What follows belongs to an exercise in optimizing a design on an open flow for small area; a production flow would make more cautious choices. The RTL was checked by simulation tests, not by an equivalence proof against the original design. Power and IR drop assume default switching activity.

old:
==> module freq_detector, before the edit <==
module freq_detector(
    input             clk,
    input             rst_n,
    input             pulse_in,
    output reg [18:0] freq
);
reg d1, d2, d3;
reg [24:0] S;       
reg [24:0] R;       
reg [11:0] Z;       
wire edge_c = d1 & ~d2;         
wire edge_d = d2 & ~d3;         
wire enext  = pulse_in & ~d1;   
wire win    = enext | edge_c | edge_d;
wire phase0 = ~(edge_c | edge_d);
wire big   = |S[24:13];
wire valid = big | (|S[12:7]) | (S[6:0] >= 7'd67);
wire [24:0] S1;
wire        sat;
rca #(25) u_inc(.a(S), .b(25'd0), .ci(1'b1), .s(S1), .co(sat));
wire [12:0] nS = ~S[12:0];
wire [12:0] w1, w2, w3, w4;
wire        q1, q2, q3, q4;
divrow u_r1(.w(R[12:0]), .a(phase0), .nd(nS), .wo(w1), .q(q1));
divrow u_r2(.w(w1),      .a(phase0), .nd(nS), .wo(w2), .q(q2));
divrow u_r3(.w(w2),      .a(1'b0),   .nd(nS), .wo(w3), .q(q3));
divrow u_r4(.w(w3),      .a(phase0), .nd(nS), .wo(w4), .q(q4));
wire [3:0] qb = {q1, q2, q3, q4};
wire [11:0] tl, t2l;
wire        tc, t2c;
rca #(12) u_t (.a(R[11:0]), .b(Z), .ci(1'b1), .s(tl), .co(tc));
wire        wrap = ~tc & ~|R[24:12];
rca #(12) u_t2(.a(S1[11:0]), .b(tl), .ci(1'b0), .s(t2l), .co(t2c));
wire [12:0] uh = wrap ? S1[24:12] : R[24:12];
wire        ub = wrap ? ~t2c : ~tc;
wire [12:0] th;
wire        thc;
rca #(13) u_th(.a(uh), .b(13'h1fff), .ci(~ub), .s(th), .co(thc));
wire [11:0] Zp1;
wire        zc;
rca #(12) u_zinc(.a(Z), .b(12'd0), .ci(1'b1), .s(Zp1), .co(zc));
always @(posedge clk or negedge rst_n) begin
    if (!rst_n) begin
        d1   <= 1'b0;
        d2   <= 1'b0;
        d3   <= 1'b0;
        S    <= 25'd1;
        freq <= 19'd0;
    end else begin
        d1 <= pulse_in;
        d2 <= d1;
        d3 <= d2;
        if (edge_d)
            S <= enext ? 25'd1 : 25'd3;
        else if (!(edge_c | enext | sat))
            S <= S1;
        if (edge_d & valid)
            freq <= big ? {7'd0, ~Z} : {~Z[6:0], R[20:13], qb};
    end
end
always @(posedge clk) begin
    if (win) begin
        R[12:0]  <= w4;
        R[20:13] <= {R[16:13], qb};
    end else if (S == 25'd66) begin
        Z <= ~12'd72;             
        R <= 25'd58;              
    end else if (S == 25'd8191) begin
        Z <= ~12'd2441;           
        R <= 25'd3328;            
    end else begin
        if (wrap)
            Z <= Zp1;
        R <= {th, wrap ? t2l : tl};
    end
end
endmodule
export LEC_CHECK = 0
export CAP_MARGIN = 20
export CORE_MARGIN = 2
export CORE_UTILIZATION = 40
export SLEW_MARGIN = 20
create_clock -name core_clock -period 100.0 [get_ports {clk}]
run.sh (not shown) runs the stock make flow with config.mk's settings and CLKGATE_MAP_FILE= SYNTH_SCRIPT=/design/flow/synth_recipe.tcl, a recipe that flattens the netlist after the stock synthesis.
Edits applied to the flow inputs when going from old to new:
diff --git a/flow/design.v b/flow/design.v
--- a/flow/design.v
+++ b/flow/design.v
@@ -43,14 +43,17 @@
 wire edge_d = d2 & ~d3;         
 wire enext  = pulse_in & ~d1;   
 wire win    = enext | edge_c | edge_d;
 wire phase0 = ~(edge_c | edge_d);
 wire big   = |S[24:13];
-wire valid = big | (|S[12:7]) | (S[6:0] >= 7'd67);
+wire mid   = |S[12:7];
+wire valid = big | mid | (S[6:0] >= 7'd67);
+wire sat   = &S;
+wire        inc = ~(edge_c | enext | sat);
 wire [24:0] S1;
-wire        sat;
-rca #(25) u_inc(.a(S), .b(25'd0), .ci(1'b1), .s(S1), .co(sat));
+wire        s1c;
+rca #(25) u_inc(.a(S), .b(25'd0), .ci(inc), .s(S1), .co(s1c));
 wire [12:0] nS = ~S[12:0];
 wire [12:0] w1, w2, w3, w4;
 wire        q1, q2, q3, q4;
 divrow u_r1(.w(R[12:0]), .a(phase0), .nd(nS), .wo(w1), .q(q1));
 divrow u_r2(.w(w1),      .a(phase0), .nd(nS), .wo(w2), .q(q2));
@@ -59,19 +62,20 @@
 wire [3:0] qb = {q1, q2, q3, q4};
 wire [11:0] tl, t2l;
 wire        tc, t2c;
 rca #(12) u_t (.a(R[11:0]), .b(Z), .ci(1'b1), .s(tl), .co(tc));
 wire        wrap = ~tc & ~|R[24:12];
-rca #(12) u_t2(.a(S1[11:0]), .b(tl), .ci(1'b0), .s(t2l), .co(t2c));
-wire [12:0] uh = wrap ? S1[24:12] : R[24:12];
-wire        ub = wrap ? ~t2c : ~tc;
+rca #(12) u_t2(.a(tl), .b(S1[11:0] & {12{wrap}}), .ci(1'b0), .s(t2l), .co(t2c));
+wire [12:0] uh = R[24:12] | (S1[24:12] & {13{wrap}});
 wire [12:0] th;
 wire        thc;
-rca #(13) u_th(.a(uh), .b(13'h1fff), .ci(~ub), .s(th), .co(thc));
-wire [11:0] Zp1;
+rca #(13) u_th(.a(uh), .b(13'h1fff), .ci(tc | t2c), .s(th), .co(thc));
+wire [11:0] Zn;
 wire        zc;
-rca #(12) u_zinc(.a(Z), .b(12'd0), .ci(1'b1), .s(Zp1), .co(zc));
+rca #(12) u_zinc(.a(Z), .b(12'd0), .ci(wrap & ~win), .s(Zn), .co(zc));
+wire init_small = ~win & ~big & ~mid & (S[6:0] == 7'd65);
+wire init_big   = ~win & ~big & (&S[12:0]);
 always @(posedge clk or negedge rst_n) begin
     if (!rst_n) begin
         d1   <= 1'b0;
         d2   <= 1'b0;
         d3   <= 1'b0;
@@ -79,32 +83,30 @@
         freq <= 19'd0;
     end else begin
         d1 <= pulse_in;
         d2 <= d1;
         d3 <= d2;
-        if (edge_d)
-            S <= enext ? 25'd1 : 25'd3;
-        else if (!(edge_c | enext | sat))
-            S <= S1;
+        S  <= edge_d ? {23'd0, ~enext, 1'b1} : S1;
         if (edge_d & valid)
             freq <= big ? {7'd0, ~Z} : {~Z[6:0], R[20:13], qb};
     end
 end
 always @(posedge clk) begin
-    if (win) begin
-        R[12:0]  <= w4;
-        R[20:13] <= {R[16:13], qb};
-    end else if (S == 25'd66) begin
-        Z <= ~12'd72;             
-        R <= 25'd58;              
-    end else if (S == 25'd8191) begin
+    if (init_small) begin
+        Z <= ~12'd73;             
+        R <= 25'd64;              
+    end else if (init_big) begin
         Z <= ~12'd2441;           
         R <= 25'd3328;            
     end else begin
-        if (wrap)
-            Z <= Zp1;
-        R <= {th, wrap ? t2l : tl};
+        Z <= Zn;
+        if (win) begin
+            R[12:0]  <= w4;
+            R[20:13] <= {R[16:13], qb};
+        end else begin
+            R <= {th, t2l};
+        end
     end
 end
 endmodule
 module top_freq_test (
     input wire         clk        ,
Findings:
The run showing the greater total number of vias is old. old → new: final routed DRC violation total neither gained nor lost much, met2 capacity usage during global routing lost 1.3 points, clock network fraction of total power lost 1.3 points, logic depth of the worst path, buffers included lost 36, total wire length lost 8000 um. Library cell contributing the largest single delay on the critical path = o21a_1: old; library cell contributing the largest single delay on the critical path = clkdlybuf4s50_1: new. new did not stop at any stage, and its layout met the timing, design-rule and antenna checks. Per the comparison of new with old, global-route usage fell by 1.1 points; area overhead of the layout relative to synthesis decreased by 0.57 points relative to the old numbers; post-route standard cell area excluding fillers fell about 6%; share of the synthesized netlist area taken by xor and xnor gates closely matched the old numbers.

[re-timing with driven ports]
The flow's constraints put no driver on any port. The routed layouts listed below were extracted and timed again, unchanged, in two steps. Step 1 (the two cells are an assumption about what drives the block):
set clk [get_ports {clk}]
set_driving_cell -lib_cell sky130_fd_sc_hd__clkbuf_16 $clk
set_driving_cell -lib_cell sky130_fd_sc_hd__buf_2 [delete_from_list [all_inputs] $clk]
Step 2 also shifts input and output timing later by t, the mid clock arrival at the registers, as if the neighbouring blocks saw the same clock. a / b / c = ideal / step 1 / step 2; a / b = the first two.
| run | shift t [ns] | slack for setup (ns) | worst setup path at the end | slew at the worst register clock pin (ns) |
|---|---|---|---|---|
| old | 0.625 | 75.390 / 75.390 / 75.390 | register to register | 0.07 / 0.07 |
| new | 0.604 | 71.828 / 71.856 / 71.252 | input to register | 0.06 / 0.06 |
After both steps every run listed still meets setup and hold. The setup slack of new, which loses most, moves by +0.028 ns with the drivers and by -0.576 ns with both steps.
